This design comes from an exercise in tuning for small area and a short achievable clock period on the open sky130 flow, not from production work.
Only simulation tests tie the RTL to the original design; equivalence was not proved.

build 82:
// montgomery_kyber
module montgomery_kyber(clk, a, b, out);
input clk;
input [11:0] a, b;
output [11:0] out;
wire n0;
k_nand2 un0 (.a(a[0]), .b(b[0]), .y(n0));
wire n1;
k_nand2 un1 (.a(a[0]), .b(b[1]), .y(n1));
wire n2;
k_nand2 un2 (.a(a[0]), .b(b[2]), .y(n2));
wire n3;
k_nand2 un3 (.a(a[0]), .b(b[3]), .y(n3));
wire n4;
k_nand2 un4 (.a(a[0]), .b(b[4]), .y(n4));
wire n5;
k_nand2 un5 (.a(a[0]), .b(b[5]), .y(n5));
wire n6;
k_nand2 un6 (.a(a[0]), .b(b[6]), .y(n6));
wire n7;
k_nand2 un7 (.a(a[0]), .b(b[7]), .y(n7));
wire n8;
k_nand2 un8 (.a(a[0]), .b(b[8]), .y(n8));
wire n9;
k_nand2 un9 (.a(a[0]), .b(b[9]), .y(n9));
wire n10;
k_nand2 un10 (.a(a[0]), .b(b[10]), .y(n10));
wire n11;
k_nand2 un11 (.a(a[0]), .b(b[11]), .y(n11));
wire n12;
k_nand2 un12 (.a(a[1]), .b(b[0]), .y(n12));
wire n13;
k_nand2 un13 (.a(a[1]), .b(b[1]), .y(n13));
wire n14;
k_nand2 un14 (.a(a[1]), .b(b[2]), .y(n14));
wire n15;
k_nand2 un15 (.a(a[1]), .b(b[3]), .y(n15));
wire n16;
k_nand2 un16 (.a(a[1]), .b(b[4]), .y(n16));
wire n17;
k_nand2 un17 (.a(a[1]), .b(b[5]), .y(n17));
wire n18;
k_nand2 un18 (.a(a[1]), .b(b[6]), .y(n18));
wire n19;
k_nand2 un19 (.a(a[1]), .b(b[7]), .y(n19));
wire n20;
k_nand2 un20 (.a(a[1]), .b(b[8]), .y(n20));
wire n21;
k_nand2 un21 (.a(a[1]), .b(b[9]), .y(n21));
wire n22;
k_nand2 un22 (.a(a[1]), .b(b[10]), .y(n22));
wire n23;
k_nand2 un23 (.a(a[1]), .b(b[11]), .y(n23));
wire n24;
k_nand2 un24 (.a(a[2]), .b(b[0]), .y(n24));
wire n25;
k_nand2 un25 (.a(a[2]), .b(b[1]), .y(n25));
wire n26;
k_nand2 un26 (.a(a[2]), .b(b[2]), .y(n26));
wire n27;
k_nand2 un27 (.a(a[2]), .b(b[3]), .y(n27));
wire n28;
k_nand2 un28 (.a(a[2]), .b(b[4]), .y(n28));
wire n29;
k_nand2 un29 (.a(a[2]), .b(b[5]), .y(n29));
wire n30;
k_nand2 un30 (.a(a[2]), .b(b[6]), .y(n30));
wire n31;
k_nand2 un31 (.a(a[2]), .b(b[7]), .y(n31));
wire n32;
k_nand2 un32 (.a(a[2]), .b(b[8]), .y(n32));
wire n33;
  ...
Size: roughly 37 I/O pins, about 6200 sq um of cells after synthesis.
==> flow/config.mk <==
export PLATFORM = sky130hd
export DESIGN_NAME = montgomery_kyber
export DESIGN_NICKNAME = montgomery_kyber
export VERILOG_FILES = /design/flow/design.v
export SDC_FILE = /design/flow/constraint.sdc
export NUM_CORES = 4
export LEC_CHECK = 0
export CAP_MARGIN = 20
export CORE_MARGIN = 2
export CORE_UTILIZATION = 40
export SETUP_SLACK_MARGIN = 5
export SLEW_MARGIN = 20
export SYNTH_HIERARCHICAL = 1
export SYNTH_MINIMUM_KEEP_SIZE = 0
==> flow/constraint.sdc <==
create_clock -name core_clock -period 12.0 [get_ports {clk}]
set_input_delay 2.4000 -clock core_clock [delete_from_list [all_inputs] [get_ports {clk}]]
set_output_delay 2.4000 -clock core_clock [all_outputs]
set_load 0.01 [all_outputs]
standard.sh (not shown) runs the stock make flow with config.mk's settings and CLKGATE_MAP_FILE= SYNTH_SCRIPT=/design/flow/synth_recipe.tcl, a recipe that flattens the netlist after the stock synthesis.
==> flow/flow/run.sh <==
#!/bin/bash
set -euo pipefail
MARGIN=${MARGIN:-5.75}
BUF=${BUF:-sky130_fd_sc_hd__buf_1}
bash standard.sh "SETUP_SLACK_MARGIN=$MARGIN" \
  "BUFFER_PORTS_ARGS=-buffer_cell $BUF" finish > flow_make.log 2>&1
Build 82 completed; timing, DRC and antenna clean
### build 82 -> build 74
==> flow/flow/run.sh <==
#!/bin/bash
set -euo pipefail
MARGIN=${MARGIN:-6}
bash standard.sh "SETUP_SLACK_MARGIN=$MARGIN" \
  "BUFFER_PORTS_ARGS=-buffer_cell sky130_fd_sc_hd__buf_1" finish > flow_make.log 2>&1
### Flow results
[compare] base=build 82 new=build 74: routed wire length went up about 9%. Origin of the worst setup path: a[0] -> build 74, a[3] -> build 82.
--- input diff build 74..build 24 ---
==> flow/flow/run.sh <==
#!/bin/bash
set -euo pipefail
MARGIN=${MARGIN:-5.25}
BUF=${BUF:-sky130_fd_sc_hd__buf_1}
bash standard.sh "SETUP_SLACK_MARGIN=$MARGIN" \
  "BUFFER_PORTS_ARGS=-buffer_cell $BUF" finish > flow_make.log 2>&1
Notes after the runs:
Both conditions hold for build 24: the flow ran to the end and the final layout passed the timing, DRC and antenna checks. Compare build 24 and build 74 | total area of multi-input combinational cells higher: build 74. Looking at build 24 and build 74, the clock edge transition at the registers on the reported setup and hold paths is a wash. Final critical-path share of the clock period ends up lower on build 74. Measured against build 74, the post-layout net count of build 24 comes out at 0.938 times the reference value. On relative area change from synthesis to final layout, the lower figure sits with build 24, not build 74. Between build 74 and build 24, the flow reports final cell count decreasing by a few percent. Worst-margin pin slew in build 24 vs build 74: up 0.18 ns. Setup slack in build 24 vs build 74: down 0.54 ns. Number of setup buffers added after CTS was higher in the run labelled build 74. Average via count per standard cell essentially unchanged between build 74 and build 24. Compared with build 74, build 24 ends up with less cell area.
## Diff of input files: build 51 against build 24
==> flow/flow/run.sh <==
#!/bin/bash
set -euo pipefail
MARGIN=${MARGIN:-5.25}
BUF=${BUF:-sky130_fd_sc_hd__buf_1}
RECOVER=${RECOVER:-0}
bash standard.sh "SETUP_SLACK_MARGIN=$MARGIN" \
  "BUFFER_PORTS_ARGS=-buffer_cell $BUF" "RECOVER_POWER=$RECOVER" finish > flow_make.log 2>&1
Findings:
Build 24 -> build 51: cell area after technology mapping delta 0, exact match. Taking build 24 as the reference, in build 51 synthesis-to-finish area growth stayed essentially flat; pin count of the biggest net entering global routing stayed essentially flat; final cell count stayed essentially flat. Compared build 51 against build 24; global routing met3 resource utilization within noise. Build 51 went all the way through synthesis, placement and routing and the layout is clean on timing, DRC and antenna.
#### Input delta (build 25 over build 51)
==> flow/flow/run.sh <==
#!/bin/bash
set -euo pipefail
MARGIN=${MARGIN:-5.5}
BUF=${BUF:-sky130_fd_sc_hd__buf_1}
RECOVER=${RECOVER:-100}
bash standard.sh "SETUP_SLACK_MARGIN=$MARGIN" \
  "BUFFER_PORTS_ARGS=-buffer_cell $BUF" "RECOVER_POWER=$RECOVER" finish > flow_make.log 2>&1
Results
Routed wire length sits higher in build 25 than in build 51. Build 25 leaves less setup margin than build 51. Build 51 -> build 25: all-layer global routing usage flat. Build 25 vs. build 51: die area essentially unchanged; area fraction of clock buffers and clock inverters neither gained nor lost much; number of buffer and inverter instances along the worst setup path now sits higher. Build 25 -> build 51: buffer levels on the longest clock path delta 0, exact match.

## separate check: timing with driven ports
In the flow no input, the clock included, has a driving cell. The finished layouts below were timed again as built, in two steps. Step 1: set_driving_cell puts a clkbuf_16 on clk and a buf_2 on each other input, an assumption about the parent block. Step 2 adds t to the input delays and takes it off the output delays; t is the mean of the earliest and latest rising clock arrival at the registers after step 1. Input paths then give back, and output paths get back, about the clock's delay inside the block. a / b / c = ideal / step 1 / step 2; a / b = the first two.
run	shift t [ns]	slack for setup (ns)	hold WS [ns]	worst data-port slew with drivers (ns)	cell pins on the clock port's net
build 82	0.285	5.851 / 5.865 / 5.580	2.628 / 2.621 / 2.906	0.03	1
build 74	0.284	6.054 / 6.005 / 5.720	2.567 / 2.591 / 2.875	0.10	1
build 24	0.284	5.516 / 5.527 / 5.243	2.723 / 2.713 / 2.998	0.03	1
build 51	0.284	5.516 / 5.527 / 5.243	2.723 / 2.713 / 2.998	0.03	1
build 25	0.285	4.345 / 4.310 / 4.595	2.680 / 2.668 / 2.954	0.03	1
After both steps setup and hold are still met in every run listed. The setup slack of build 74, which loses most, moves by -0.049 ns with the drivers and by -0.334 ns with both steps.
